Source: an optimization exercise on an open RTL-to-GDS flow (aim: small area and few clock cycles). Production flows keep margins and buffers that such runs may drop.
In this exercise RTL edits were held to simulation tests only and were not proved equivalent to the original.
No driver is modelled on the clock port, so clocking that relies on it looks cheaper here than on a real chip.
No activity file was given, so power comes from the tool's default toggle rates.

## old
==> flow/design.v <==
module ft245_bridge (
    input clk,
    input rst,
    input [7:0] D_in,
    output [7:0] D_out,
    output D_oe,
    input RXFn,
    input TXEn,
    output RDn,
    output WRn,
    input rd_en,
    output [7:0] rd_data,
    output rd_empty,
    input wr_en,
    input [7:0] wr_data,
    output wr_full
    );
    reg [1:0] rxf_sync, txe_sync;
    always @(posedge clk)
        if(rst) begin
            rxf_sync <= 2'b11;
            txe_sync <= 2'b11;
        end else begin
            rxf_sync <= {rxf_sync[0], RXFn};
            txe_sync <= {txe_sync[0], TXEn};
        end
    ft245_async_fifo #(.read_depth(3), .write_depth(3)) bridge (
        .D_in(D_in), .D_out(D_out), .D_oe(D_oe),
        .RXFn_sync(rxf_sync[1]), .TXEn_sync(txe_sync[1]),
        .RDn(RDn), .WRn(WRn),
        .clk_50mhz(clk), .rst(rst),
        .rd_en(rd_en), .rd_data(rd_data), .rd_empty(rd_empty),
        .wr_en(wr_en), .wr_data(wr_data), .wr_full(wr_full));
endmodule

module fifo #(
    parameter data_width=8,
    parameter stages=9
    )
    (
    input clk,
    input reset,
    input push,                      
    input [data_width-1:0] din,
    input pop,                       
    output [data_width-1:0] dout,    
    output head_valid,               
    output ready_top                 
    );
    reg [data_width-1:0] data [0:stages-1];
    reg [stages-1:0] valid;
    wire [stages-1:0] ready;
    genvar i;
    generate
        for(i=0; i<stages; i=i+1)
        begin : st
            if(i == 0)
                assign ready[i] = !valid[i] || pop;
            else
                assign ready[i] = !valid[i] || ready[i-1];
            if(i == stages-1)
            begin
                always @(posedge clk)
                    if(reset) valid[i] <= 1'b0;
                    else if(ready[i]) valid[i] <= push;
                always @(posedge clk)
                    if(ready[i]) data[i] <= din;
            end
            else
            begin
                always @(posedge clk)
                    if(reset) valid[i] <= 1'b0;
                    else if(ready[i]) valid[i] <= valid[i+1];
                always @(posedge clk)
                    if(ready[i]) data[i] <= data[i+1];
            end
        end
    endgenerate
    assign dout = data[0];
    assign head_valid = valid[0];
    assign ready_top = ready[stages-1];
endmodule
module ft245_async_fifo #(
    parameter read_depth=3,
    parameter write_depth=3
    )
    (
    input [7:0] D_in,       
    output [7:0] D_out,     
    output D_oe,            
    input RXFn_sync,        
    input TXEn_sync,        
    output RDn,             
    output WRn,             
    input clk_50mhz,
    input rst,
    input rd_en,
    output reg [7:0] rd_data,
    output rd_empty,
    input wr_en,
    input [7:0] wr_data,
    output wr_full
    );
    reg rs1, rs2, ws1, ws2;
    wire rx_valid, rx_room;
    wire [7:0] rx_head;
    assign rd_empty = !rx_valid;
    wire rx_pop = rd_en && rx_valid;
    wire tx_valid, tx_room;
    assign wr_full = !tx_room;
    wire tx_push = wr_en && tx_room;
    wire rd_can = !rs1 && !rs2 && !RXFn_sync && rx_room;
    wire wr_can = !ws1 && !ws2 && !TXEn_sync && tx_valid;
    wire start_rd = rd_can && !ws1;
    wire start_wr = wr_can && !rs1 && !rd_can;
    assign RDn = !(start_rd || rs1);
    assign WRn = !(start_wr || ws1);
    assign D_oe = RDn;
    fifo #(.data_width(8), .stages(8)) read_fifo
        (.clk(clk_50mhz), .reset(rst),
         .push(rs1), .din(D_in),
         .pop(rx_pop), .dout(rx_head), .head_valid(rx_valid), .ready_top(rx_room));
    fifo #(.data_width(8), .stages(9)) write_fifo
        (.clk(clk_50mhz), .reset(rst),
         .push(tx_push), .din(wr_data),
         .pop(ws1), .dout(D_out), .head_valid(tx_valid), .ready_top(tx_room));
    always @(posedge clk_50mhz)
        if(rx_pop)
            rd_data <= rx_head;
    always @(posedge clk_50mhz)
    begin
        if(rst)
        begin
            rs1 <= 1'b0;
            rs2 <= 1'b0;
            ws1 <= 1'b0;
            ws2 <= 1'b0;
        end
        else
        begin
            rs1 <= start_rd;
            rs2 <= rs1;
            ws1 <= start_wr;
            ws2 <= ws1;
        end
    end
endmodule
export LEC_CHECK = 0
export CAP_MARGIN = 20
export CORE_MARGIN = 2
export CORE_UTILIZATION = 40
export CTS_BUF_LIST = sky130_fd_sc_hd__clkbuf_8
export PLACE_DENSITY = 0.6
export SLEW_MARGIN = 20
create_clock -name core_clock -period 20.0 [get_ports {clk}]
standard.sh (not shown) runs the stock make flow with config.mk's settings and CLKGATE_MAP_FILE= SYNTH_SCRIPT=/design/flow/synth_recipe.tcl, a recipe that flattens the netlist after the stock synthesis.
==> flow/flow/run.sh <==
#!/bin/bash
# The standard layout (the standard.sh, standard synthesis unchanged),
# with two placement/CTS changes:
#  - port buffers use the smallest buffer cell instead of clkdlybuf4s50_1;
#  - the clock tree is built by flow/manual_cts.tcl (PRE_CTS hook): a root
#    clkbuf_4 and 10 clkbuf_8 leaves over balanced register clusters.
# Full tool output goes to standard.log; ORFS's per-step logs stay under orfs/logs.
set -uo pipefail
export BUFFER_PORTS_ARGS="-buffer_cell sky130_fd_sc_hd__buf_1"
export PRE_CTS_TCL="$PWD/flow/manual_cts.tcl"
export CTS_ARGS="-clk_nets clk -buf_list sky130_fd_sc_hd__clkbuf_8 -dont_use_dummy_load"
bash standard.sh > standard.log 2>&1
Other scripts of this flow, unchanged in this note and not shown: flow/flow/manual_cts.tcl
Testbench counts of old, summed over its fixed seeds: cycles 7,432.
The following lists how new was set up differently from old:
diff --git a/flow/design.v b/flow/design.v
--- a/flow/design.v
+++ b/flow/design.v
@@ -87,5 +87,5 @@
     (
     input [7:0] D_in,       
-    output [7:0] D_out,     
+    output reg [7:0] D_out,  
     output D_oe,            
     input RXFn_sync,        
@@ -108,8 +108,10 @@
     wire rx_pop = rd_en && rx_valid;
     wire tx_valid, tx_room;
+    wire [7:0] tx_head;
+    reg tx_ready;
     assign wr_full = !tx_room;
     wire tx_push = wr_en && tx_room;
     wire rd_can = !rs1 && !rs2 && !RXFn_sync && rx_room;
-    wire wr_can = !ws1 && !ws2 && !TXEn_sync && tx_valid;
+    wire wr_can = !ws1 && !ws2 && !TXEn_sync && tx_ready;
     wire start_rd = rd_can && !ws1;
     wire start_wr = wr_can && !rs1 && !rd_can;
@@ -121,8 +123,10 @@
          .push(rs1), .din(D_in),
          .pop(rx_pop), .dout(rx_head), .head_valid(rx_valid), .ready_top(rx_room));
-    fifo #(.data_width(8), .stages(9)) write_fifo
+    fifo #(.data_width(8), .stages(8)) write_fifo
         (.clk(clk_50mhz), .reset(rst),
          .push(tx_push), .din(wr_data),
-         .pop(ws1), .dout(D_out), .head_valid(tx_valid), .ready_top(tx_room));
+         .pop(start_wr), .dout(tx_head), .head_valid(tx_valid), .ready_top(tx_room));
+    always @(posedge clk_50mhz)
+        D_out <= tx_head;
     always @(posedge clk_50mhz)
         if(rx_pop)
@@ -136,4 +140,5 @@
             ws1 <= 1'b0;
             ws2 <= 1'b0;
+            tx_ready <= 1'b0;
         end
         else
@@ -143,4 +148,5 @@
             ws1 <= start_wr;
             ws2 <= ws1;
+            tx_ready <= tx_valid && !start_wr;
         end
     end
[summary]
Relative to old, worst endpoint data arrival time has gone up in new.
Compared with old, new shows a higher global-route usage.
Changes observed in new relative to old: number of inserted filler cells in the final layout went down about 0.44%, switching portion of total power increased 0.42 points, number of hold buffers added after cts closely matched the old numbers, detailed placement HPWL went up by about 8%.
On combined flip-flop and latch cell area, the lower figure sits with new, not old.
Testbench counts of new, summed over its fixed seeds: cycles 7,432.


ft245_bridge, a different RTL version from the one above (not shown whole).
Size: about 240 cells after synthesis, roughly 43 I/O pins, about 5100 sq um of cells after synthesis.
==> module fifo, before the edit <==
module fifo #(
    parameter data_width=8,
    parameter stages=9
    )
    (
    input clk,
    input reset,
    input push,                      
    input [data_width-1:0] din,
    input pop,                       
    output [data_width-1:0] dout,    
    output head_valid,               
    output ready_top,                
    output top_empty                 
    );
    reg [data_width-1:0] data [0:stages-1];
    reg [stages-1:0] flag;           
    wire [stages-1:0] empty;
    wire [stages-1:0] ready;
    wire [stages:0] empty_in = {!push, empty[stages-1:1]};
    genvar i;
    generate
        for(i=0; i<stages; i=i+1)
        begin : st
            assign empty[i] = (i % 2) ? !flag[i] : flag[i];
            if(i == 0)
                assign ready[i] = empty[i] || pop;
            else
                assign ready[i] = empty[i] || ready[i-1];
            wire empty_next = reset || (ready[i] && empty_in[i]);
            always @(posedge clk)
                flag[i] <= (i % 2) ? !empty_next : empty_next;
            if(i == stages-1)
            begin
                always @(posedge clk)
                    if(ready[i]) data[i] <= din;
            end
            else
            begin
                always @(posedge clk)
                    if(ready[i]) data[i] <= data[i+1];
            end
        end
    endgenerate
    assign dout = data[0];
    assign head_valid = !empty[0];
    assign ready_top = ready[stages-1];
    assign top_empty = empty[stages-1];
endmodule
Settings: LEC_CHECK=0, ABC_AREA=1, CAP_MARGIN=20, CORE_MARGIN=2, CORE_UTILIZATION=70, CTS_BUF_LIST=sky130_fd_sc_hd__clkbuf_8, PLACE_DENSITY=0.8, SLEW_MARGIN=20; clock period 20.0 ns.
==> flow/flow/run.sh <==
#!/bin/bash
# The standard layout (the standard.sh, standard synthesis unchanged),
# with these placement/CTS changes:
#  - port buffers use the smallest buffer cell instead of clkdlybuf4s50_1;
#  - the clock tree is built by flow/manual_cts.tcl (PRE_CTS hook): a root
#    clkbuf_4 and clkbuf_8 leaves over balanced register clusters;
#  - flow/post_cts.tcl (POST_CTS hook) swaps logic gates that synthesis
#    sized up for drive-1 cells, then repairs slew/capacitance.
# Full tool output goes to standard.log; ORFS's per-step logs stay under orfs/logs.
set -uo pipefail
export BUFFER_PORTS_ARGS="-buffer_cell sky130_fd_sc_hd__buf_1"
export PRE_CTS_TCL="$PWD/flow/manual_cts.tcl"
export POST_CTS_TCL="$PWD/flow/post_cts.tcl"
export CTS_ARGS="-clk_nets clk -buf_list sky130_fd_sc_hd__clkbuf_8 -dont_use_dummy_load"
bash standard.sh > standard.log 2>&1
Other scripts of this flow, unchanged in this note and not shown: flow/flow/manual_cts.tcl, flow/flow/post_cts.tcl
Testbench counts at the start, summed over its fixed seeds: cycles 7,398.
Rerun with:
--- a/flow/design.v
+++ b/flow/design.v
@@ -46,28 +46,25 @@
     output [data_width-1:0] dout,    
     output head_valid,               
     output ready_top,                
     output top_empty                 
     );
     reg [data_width-1:0] data [0:stages-1];
-    reg [stages-1:0] flag;           
-    wire [stages-1:0] empty;
+    reg [stages-1:0] empty;
     wire [stages-1:0] ready;
     wire [stages:0] empty_in = {!push, empty[stages-1:1]};
     genvar i;
     generate
         for(i=0; i<stages; i=i+1)
         begin : st
-            assign empty[i] = (i % 2) ? !flag[i] : flag[i];
             if(i == 0)
                 assign ready[i] = empty[i] || pop;
             else
                 assign ready[i] = empty[i] || ready[i-1];
-            wire empty_next = reset || (ready[i] && empty_in[i]);
             always @(posedge clk)
-                flag[i] <= (i % 2) ? !empty_next : empty_next;
+                empty[i] <= reset || (ready[i] && empty_in[i]);
             if(i == stages-1)
             begin
                 always @(posedge clk)
                     if(ready[i]) data[i] <= din;
             end
             else
Global-route usage rose by 0.66 points.
Die area rose slightly.
Total power stays flat.
Worst hold slack is about the same.
First-iteration DRC count fell by roughly a tenth.
Design area rose slightly.
Wire length rose by a few percent.
Setup slack gets better by 280 ps.
Via count rose slightly.
Synthesized cell count rose by a few percent.
Critical path depth is unchanged.
Testbench counts after the change, summed over its fixed seeds: cycles 7,398.


Another version of the RTL of ft245_bridge (not shown whole).
Size in the first run: ~170 flip-flops, ~43 I/O pins.
==> module fifo, before the edit <==
module fifo #(
    parameter data_width=8,
    parameter stages=9
    )
    (
    input clk,
    input reset,
    input push,                      
    input [data_width-1:0] din,
    input pop,                       
    output [data_width-1:0] dout,    
    output head_valid,               
    output ready_top                 
    );
    reg [data_width-1:0] data [0:stages-1];
    reg [stages-1:0] empty;
    wire [stages-1:0] ready;
    wire [stages:0] empty_in = {!push, empty[stages-1:1]};
    genvar i;
    generate
        for(i=0; i<stages; i=i+1)
        begin : st
            if(i == 0)
                assign ready[i] = empty[i] || pop;
            else
                assign ready[i] = empty[i] || ready[i-1];
            always @(posedge clk)
                empty[i] <= reset || (ready[i] && empty_in[i]);
            if(i == stages-1)
            begin
                always @(posedge clk)
                    if(ready[i]) data[i] <= din;
            end
            else
            begin
                always @(posedge clk)
                    if(ready[i]) data[i] <= data[i+1];
            end
        end
    endgenerate
    assign dout = data[0];
    assign head_valid = !empty[0];
    assign ready_top = ready[stages-1];
endmodule
clock: 20.0 ns
lec_check: 0
cap_margin: 20
core_margin: 2
core_utilization: 70
cts_buf_list: sky130_fd_sc_hd__clkbuf_8
place_density: 0.8
slew_margin: 20
Scripts as last shown in full above: flow/flow/run.sh
Other scripts of this flow, unchanged in this note and not shown: flow/flow/manual_cts.tcl, flow/flow/post_cts.tcl
The baseline completed without violations.
Testbench counts at the start, summed over its fixed seeds: cycles 7,432.
==> next run, changes <==
--- a/flow/design.v
+++ b/flow/design.v
@@ -47,35 +47,38 @@
     output head_valid,               
     output ready_top                 
     );
     reg [data_width-1:0] data [0:stages-1];
-    reg [stages-1:0] empty;
+    reg [stages-1:0] valid;
     wire [stages-1:0] ready;
-    wire [stages:0] empty_in = {!push, empty[stages-1:1]};
     genvar i;
     generate
         for(i=0; i<stages; i=i+1)
         begin : st
             if(i == 0)
-                assign ready[i] = empty[i] || pop;
+                assign ready[i] = !valid[i] || pop;
             else
-                assign ready[i] = empty[i] || ready[i-1];
-            always @(posedge clk)
-                empty[i] <= reset || (ready[i] && empty_in[i]);
+                assign ready[i] = !valid[i] || ready[i-1];
             if(i == stages-1)
             begin
+                always @(posedge clk)
+                    if(reset) valid[i] <= 1'b0;
+                    else if(ready[i]) valid[i] <= push;
                 always @(posedge clk)
                     if(ready[i]) data[i] <= din;
             end
             else
             begin
                 always @(posedge clk)
+                    if(reset) valid[i] <= 1'b0;
+                    else if(ready[i]) valid[i] <= valid[i+1];
+                always @(posedge clk)
                     if(ready[i]) data[i] <= data[i+1];
             end
         end
     endgenerate
     assign dout = data[0];
-    assign head_valid = !empty[0];
+    assign head_valid = valid[0];
     assign ready_top = ready[stages-1];
 endmodule
 module ft245_async_fifo #(
     parameter read_depth=3,
Worst hold slack improved by 3.6 ps.
Cell area rises by 0.63%.
Core utilization decreases by 0.34 points.
Routed wire length climbs by 6.1%.
Cell count rises by 2.0%.
Testbench counts after the change, summed over its fixed seeds: cycles 7,432.


## rev 12
ft245_bridge, a different RTL version from the one above (not shown whole).
For scale: roughly 240 cells after synthesis, ~43 I/O pins, roughly 5200 sq um of cells after synthesis.
==> module ft245_async_fifo, before the edit <==
module ft245_async_fifo #(
    parameter read_depth=3,
    parameter write_depth=3
    )
    (
    input [7:0] D_in,       
    output reg [7:0] D_out,  
    output D_oe,            
    input RXFn_sync,        
    input TXEn_sync,        
    output RDn,             
    output WRn,             
    input clk_50mhz,
    input rst,
    input rd_en,
    output reg [7:0] rd_data,
    output rd_empty,
    input wr_en,
    input [7:0] wr_data,
    output wr_full
    );
    reg rs1, rs2, ws1, ws2;
    wire rx_valid, rx_room;
    wire [7:0] rx_head;
    assign rd_empty = !rx_valid;
    wire rx_pop = rd_en && rx_valid;
    wire tx_valid, tx_room;
    wire [7:0] tx_head;
    reg tx_ready;
    assign wr_full = !tx_room;
    wire tx_push = wr_en && tx_room;
    wire rd_can = !rs1 && !rs2 && !RXFn_sync && rx_room;
    wire wr_can = !ws1 && !ws2 && !TXEn_sync && tx_ready;
    reg pref_wr;
    wire start_rd = rd_can && !ws1 && !(wr_can && pref_wr);
    wire start_wr = wr_can && !rs1 && !(rd_can && !pref_wr);
    assign RDn = !(start_rd || rs1);
    assign WRn = !(start_wr || ws1);
    assign D_oe = RDn;
    fifo #(.data_width(8), .stages(8)) read_fifo
        (.clk(clk_50mhz), .reset(rst),
         .push(rs1), .din(D_in),
         .pop(rx_pop), .dout(rx_head), .head_valid(rx_valid), .ready_top(rx_room));
    fifo #(.data_width(8), .stages(8)) write_fifo
        (.clk(clk_50mhz), .reset(rst),
         .push(tx_push), .din(wr_data),
         .pop(start_wr), .dout(tx_head), .head_valid(tx_valid), .ready_top(tx_room));
    always @(posedge clk_50mhz)
        D_out <= tx_head;
    always @(posedge clk_50mhz)
        if(rx_pop)
            rd_data <= rx_head;
    always @(posedge clk_50mhz)
    begin
        if(rst)
        begin
            rs1 <= 1'b0;
            rs2 <= 1'b0;
            ws1 <= 1'b0;
            ws2 <= 1'b0;
            tx_ready <= 1'b0;
            pref_wr <= 1'b0;
        end
        else
        begin
            rs1 <= start_rd;
            rs2 <= rs1;
            ws1 <= start_wr;
            ws2 <= ws1;
            tx_ready <= tx_valid && !start_wr;
            if(start_rd) pref_wr <= 1'b1;
            else if(start_wr) pref_wr <= 1'b0;
        end
    end
endmodule
export LEC_CHECK = 0
export CAP_MARGIN = 20
export CORE_MARGIN = 2
export CORE_UTILIZATION = 70
export CTS_BUF_LIST = sky130_fd_sc_hd__clkbuf_8
export PLACE_DENSITY = 0.8
export SLEW_MARGIN = 20
create_clock -name core_clock -period 20.0 [get_ports {clk}]
Scripts as last shown in full above: flow/flow/run.sh
Other scripts of this flow, unchanged in this note and not shown: flow/flow/manual_cts.tcl, flow/flow/post_cts.tcl
Testbench counts of rev 12, summed over its fixed seeds: cycles 7,398.
Inputs modified between rev 12 and rev 13:
diff --git a/flow/design.v b/flow/design.v
--- a/flow/design.v
+++ b/flow/design.v
@@ -43,11 +43,12 @@
     input push,                      
     input [data_width-1:0] din,
     input pop,                       
     output [data_width-1:0] dout,    
     output head_valid,               
-    output ready_top                 
+    output ready_top,                
+    output top_empty                 
     );
     reg [data_width-1:0] data [0:stages-1];
     reg [stages-1:0] empty;
     wire [stages-1:0] ready;
     wire [stages:0] empty_in = {!push, empty[stages-1:1]};
@@ -74,10 +75,11 @@
         end
     endgenerate
     assign dout = data[0];
     assign head_valid = !empty[0];
     assign ready_top = ready[stages-1];
+    assign top_empty = empty[stages-1];
 endmodule
 module ft245_async_fifo #(
     parameter read_depth=3,
     parameter write_depth=3
     )
@@ -96,59 +98,57 @@
     output rd_empty,
     input wr_en,
     input [7:0] wr_data,
     output wr_full
     );
-    reg rs1, rs2, ws1, ws2;
-    wire rx_valid, rx_room;
+    reg rs1, ws1;
+    wire rx_valid, rx_room, rx_top_empty;
     wire [7:0] rx_head;
     assign rd_empty = !rx_valid;
     wire rx_pop = rd_en && rx_valid;
     wire tx_valid, tx_room;
     wire [7:0] tx_head;
     reg tx_ready;
     assign wr_full = !tx_room;
     wire tx_push = wr_en && tx_room;
-    wire rd_can = !rs1 && !rs2 && !RXFn_sync && rx_room;
-    wire wr_can = !ws1 && !ws2 && !TXEn_sync && tx_ready;
     reg pref_wr;
+    wire rd_can = !rs1 && rx_top_empty && !RXFn_sync;
+    wire wr_can = tx_ready && !TXEn_sync;
     wire start_rd = rd_can && !ws1 && !(wr_can && pref_wr);
     wire start_wr = wr_can && !rs1 && !(rd_can && !pref_wr);
     assign RDn = !(start_rd || rs1);
     assign WRn = !(start_wr || ws1);
     assign D_oe = RDn;
     fifo #(.data_width(8), .stages(8)) read_fifo
         (.clk(clk_50mhz), .reset(rst),
          .push(rs1), .din(D_in),
-         .pop(rx_pop), .dout(rx_head), .head_valid(rx_valid), .ready_top(rx_room));
+         .pop(rx_pop), .dout(rx_head), .head_valid(rx_valid),
+         .ready_top(rx_room), .top_empty(rx_top_empty));
     fifo #(.data_width(8), .stages(8)) write_fifo
         (.clk(clk_50mhz), .reset(rst),
          .push(tx_push), .din(wr_data),
-         .pop(start_wr), .dout(tx_head), .head_valid(tx_valid), .ready_top(tx_room));
+         .pop(start_wr), .dout(tx_head), .head_valid(tx_valid),
+         .ready_top(tx_room), .top_empty());
     always @(posedge clk_50mhz)
         D_out <= tx_head;
     always @(posedge clk_50mhz)
         if(rx_pop)
             rd_data <= rx_head;
     always @(posedge clk_50mhz)
     begin
         if(rst)
         begin
             rs1 <= 1'b0;
-            rs2 <= 1'b0;
             ws1 <= 1'b0;
-            ws2 <= 1'b0;
             tx_ready <= 1'b0;
             pref_wr <= 1'b0;
         end
         else
         begin
             rs1 <= start_rd;
-            rs2 <= rs1;
             ws1 <= start_wr;
-            ws2 <= ws1;
-            tx_ready <= tx_valid && !start_wr;
+            tx_ready <= tx_valid && !start_wr && !ws1;
             if(start_rd) pref_wr <= 1'b1;
             else if(start_wr) pref_wr <= 1'b0;
         end
     end
 endmodule
## What came out
Worst slew margin relative to its limit delta for rev 13 relative to rev 12: 22 points lower. In the reports for rev 12 and rev 13, the larger number of DRC violations after detailed-routing iteration 0 belongs to rev 13. From rev 13 to rev 12, number of setup violations in the final report did not move at all. The leakage power figure of rev 13 was superior to that of rev 12. met3 usage for rev 13: 0.34 points down relative to rev 12. The lower multi-input combinational cell count came out of rev 13. Relative to rev 12, placed instance count has gone down in rev 13. Diff rev 12 -> rev 13: worst setup slack now larger; final cell count now smaller; routed wire length now smaller; highest attainable clock frequency now larger; worst ir drop on vdd now smaller.
Testbench counts of rev 13, summed over its fixed seeds: cycles 7,398.

==> afterwards: timing with drivers on the ports <==
The flow's constraints put no driver on any port. The routed layouts listed below were extracted and timed again, unchanged, in two steps.
Step 1 assumes that a clkbuf_16 drives the clock port and a buf_2 every other input.
Step 2 adds t to the input delays and takes it off the output delays; t is the mean of the earliest and latest rising clock arrival at the registers after step 1. Input paths then give back, and output paths get back, about the clock's delay inside the block.
Three values: ideal ports, drivers, drivers and shift; two values: the first two.
run	t, ns	setup slack, ns	worst hold slack (ns)	worst setup path after step 2	worst register clock-pin slew, ns
old	0.530	10.849 / 10.824 / 10.824	0.414 / 0.414 / 0.414	input to output	0.10 / 0.10
new	0.544	10.777 / 10.742 / 10.742	0.338 / 0.338 / 0.338	input to output	0.10 / 0.10
the first run of note 2	0.530	12.948 / 12.920 / 13.450	0.349 / 0.349 / 0.349	register to output	0.10 / 0.10
the second run of note 2	0.514	13.226 / 13.200 / 13.570	0.352 / 0.352 / 0.352	input to register	0.10 / 0.10
the first run of note 3	0.492	9.316 / 9.293 / 9.293	0.349 / 0.349 / 0.349	input to output	0.11 / 0.11
the second run of note 3	0.516	10.858 / 10.835 / 10.835	0.353 / 0.353 / 0.353	input to output	0.11 / 0.11
rev 12	0.520	9.450 / 9.428 / 9.428	0.351 / 0.351 / 0.351	input to output	0.11 / 0.11
rev 13	0.502	13.917 / 13.889 / 14.039	0.350 / 0.350 / 0.350	input to register	0.11 / 0.11
After both steps every run listed still meets setup and hold. The setup slack of new, which loses most, moves by -0.035 ns with the drivers and by -0.035 ns with both steps.
